Context: an optimization exercise on an open-source flow, tuned for small area. The choices shown serve that exercise and are no tape-out recipe.
Only simulation tests tie the RTL to the original design; equivalence was not proved.

// b8Xb8_s16
module b8Xb8_s16(
  input clk,
  input rst_n,
  input [7:0] in1_0,
  input [7:0] in1_1,
  input [7:0] in1_2,
  input [7:0] in1_3,
  input [7:0] in1_4,
  input [7:0] in1_5,
  input [7:0] in1_6,
  input [7:0] in1_7,
  input [7:0] in1_8,
  input [7:0] in1_9,
  input [7:0] in1_10,
  input [7:0] in1_11,
  input [7:0] in1_12,
  input [7:0] in1_13,
  input [7:0] in1_14,
  input [7:0] in1_15,
  input [7:0] in2_0,
  input [7:0] in2_1,
  input [7:0] in2_2,
  input [7:0] in2_3,
  input [7:0] in2_4,
  input [7:0] in2_5,
  input [7:0] in2_6,
  input [7:0] in2_7,
  input [7:0] in2_8,
  input [7:0] in2_9,
  input [7:0] in2_10,
  input [7:0] in2_11,
  input [7:0] in2_12,
  input [7:0] in2_13,
  input [7:0] in2_14,
  input [7:0] in2_15,
  output [11:0] out
  );
For scale: roughly 2300 cells after synthesis, about 40 flip-flops, ~270 I/O pins, about 26000 um^2 of cells after synthesis.
export LEC_CHECK = 0
export CAP_MARGIN = 0
export CORE_MARGIN = 2
export CORE_UTILIZATION = 40
export GPL_TIMING_DRIVEN = 0
export SLEW_MARGIN = 0
export SYNTH_HIERARCHICAL = 1
create_clock -name core_clock -period 7.5 [get_ports {clk}]
run.sh (not shown) runs the stock make flow with config.mk's settings and CLKGATE_MAP_FILE= SYNTH_SCRIPT=/design/flow/synth_recipe.tcl, a recipe that flattens the netlist after the stock synthesis.
The first run completed with no timing, DRC or antenna violations.
Rerun with:
Settings changed: CAP_MARGIN 0 to 20, GPL_TIMING_DRIVEN 0 to unset, SLEW_MARGIN 0 to 20.
Effect: The new run passed the timing, design-rule and antenna checks. Die area is unchanged. Register-to-register slack improved by 0.08 ns. Routed wire length increases by 6.2%. Global-route usage increases by 2.1 points. Cell area increases by 13%. Sequential share of layout area decreases by 0.35 points. Setup slack got worse by 0.57 ns.
Rerun with:
Settings changed: CAP_MARGIN 20 to 0, SLEW_MARGIN 20 to 0.
Clock skew stays the same.
Die area stays the same.
Via count does not change.
Wire length stays the same.
Setup slack stays the same.


## job 4387
b8Xb8_s16, a different RTL version from the one above (not shown whole).
Size in the first run: about 34 flip-flops, about 270 I/O pins, ~26000 um^2 of cells after synthesis.
==> flow/config.mk <==
export PLATFORM = sky130hd
export DESIGN_NAME = b8Xb8_s16
export DESIGN_NICKNAME = b8Xb8_s16
export VERILOG_FILES = /design/flow/design.v
export SDC_FILE = /design/flow/constraint.sdc
export NUM_CORES = 4
export LEC_CHECK = 0
export CAP_MARGIN = 20
export CORE_MARGIN = 2
export CORE_UTILIZATION = 40
export GPL_TIMING_DRIVEN = 0
export SLEW_MARGIN = 20
export SYNTH_HIERARCHICAL = 1
==> flow/constraint.sdc <==
create_clock -name core_clock -period 7.5 [get_ports {clk}]
set_input_delay 1.5000 -clock core_clock [delete_from_list [all_inputs] [get_ports {clk}]]
set_output_delay 1.5000 -clock core_clock [all_outputs]
set_load 0.01 [all_outputs]
The flow did not stop early for job 4387: all stages ran, and the layout cleared the timing, design-rule and antenna checks.
Setup changes, job 4387 to job 2415
==> flow/flow/run.sh (new file) <==
#!/bin/bash
# The standard layout (standard.sh), with two CTS/port-buffer choices:
# every port still gets its own buffer, but a plain buf_1 rather than the
# clkdlybuf4s50_1 delay cell, and CTS uses clkbuf_8 with no dummy loads.
set -euo pipefail
export BUFFER_PORTS_ARGS="-buffer_cell sky130_fd_sc_hd__buf_1"
export CTS_ARGS="-sink_clustering_enable -repair_clock_nets -dont_use_dummy_load -buf_list sky130_fd_sc_hd__clkbuf_8"
bash standard.sh finish > standard.log 2>&1
==> flow/standard.sh (new file) <==
#!/bin/bash
# synth_recipe.tcl (not shown) runs the flow's synth.tcl, then flattens the netlist and writes it again
# the make line also repeats each setting of config.mk as NAME=value (left out here)
make -C /OpenROAD-flow-scripts/flow DESIGN_CONFIG=/design/flow/config.mk WORK_HOME=/design/flow/orfs CLKGATE_MAP_FILE= SYNTH_SCRIPT=/design/flow/synth_recipe.tcl "${@:-finish}"
--- a/flow/config.mk
+++ b/flow/config.mk
@@ -8,6 +8,7 @@
 export CAP_MARGIN = 20
 export CORE_MARGIN = 2
-export CORE_UTILIZATION = 40
+export CORE_UTILIZATION = 70
 export GPL_TIMING_DRIVEN = 0
+export SETUP_SLACK_MARGIN = 0.1
 export SLEW_MARGIN = 20
 export SYNTH_HIERARCHICAL = 1
removed: flow/run.sh
### Flow results
Final standard cell area without fillers: job 2415 and job 4387 compared, higher one is job 4387
As far as residual overflow from global routing goes, job 2415 and job 4387 are indistinguishable; the numbers are identical.
[compare] base=job 4387 new=job 2415: number of antenna violations at the first check in global routing decreased 2, peak per-stage delay on the critical path saw little to no change, fraction of standard cell area in multi-input logic up 2.6 points.
Compared with job 4387, in job 2415 fraction of final layout cells sized beyond drive strength 1 down 2.9 points; routed wire length down about 12%.
Changes in job 7779 relative to job 2415:
--- a/flow/config.mk
+++ b/flow/config.mk
@@ -8,5 +8,5 @@
 export CAP_MARGIN = 20
 export CORE_MARGIN = 2
-export CORE_UTILIZATION = 70
+export CORE_UTILIZATION = 40
 export GPL_TIMING_DRIVEN = 0
 export SETUP_SLACK_MARGIN = 0.1
Results
- Diff job 2415 -> job 7779: met1 capacity usage during global routing dropped 27 points.
- Changes observed in job 7779 relative to job 2415: final clock skew now sits higher; design area saw an increase; wire length of the first global-routing pass went up by about 10%.
- Job 7779 ends up with a routed length on met2 that is 12000 um higher than in job 2415.
- Status | job 2415 and job 7779 | clean
- Job 7779 reports its top routing layer in use as met4 while job 2415 reports met5.
- Relative to job 2415, smallest hold slack decreased by 0.0058 ns in job 7779.

[afterwards: timing with drivers on the ports]
No port has a modelled driver above. Below, the same layouts with a new extraction and two added sets of constraints. Step 1 assumes that a clkbuf_16 drives the clock port and a buf_2 every other input. Step 2 adds t to the input delays and takes it off the output delays; t is the mean of the earliest and latest rising clock arrival at the registers after step 1. Input paths then give back, and output paths get back, about the clock's delay inside the block. a / b / c = ideal ports / drivers / drivers and shift; a / b = the first two.
| run | t (ns) | setup slack, ns | worst hold slack (ns) | worst setup path at the end | clock arrival spread, ns |
|---|---|---|---|---|---|
| the first run of note 1 | 0.354 | 0.685 / 0.704 / 0.350 | 0.565 / 0.565 / 0.565 | input to register | 0.016 / 0.017 |
| the second run of note 1 | 0.350 | 0.110 / 0.141 / -0.209 | 0.571 / 0.571 / 0.571 | input to register | 0.008 / 0.008 |
| the third run of note 1 | 0.350 | 0.110 / 0.141 / -0.209 | 0.571 / 0.571 / 0.571 | input to register | 0.008 / 0.008 |
| job 4387 | 0.345 | 0.094 / 0.113 / -0.232 | 0.559 / 0.559 / 0.559 | input to register | 0.003 / 0.002 |
| job 2415 | 0.355 | 0.170 / 0.179 / -0.176 | 0.571 / 0.571 / 0.571 | input to register | 0.012 / 0.012 |
| job 7779 | 0.354 | 0.158 / 0.161 / -0.193 | 0.565 / 0.565 / 0.565 | input to register | 0.021 / 0.020 |
Met with ideal ports but missed after step 2: setup timing in 5 of these runs. For job 7779, which loses most, drivers alone change the setup slack by +0.003 ns; drivers and shift together by -0.351 ns.
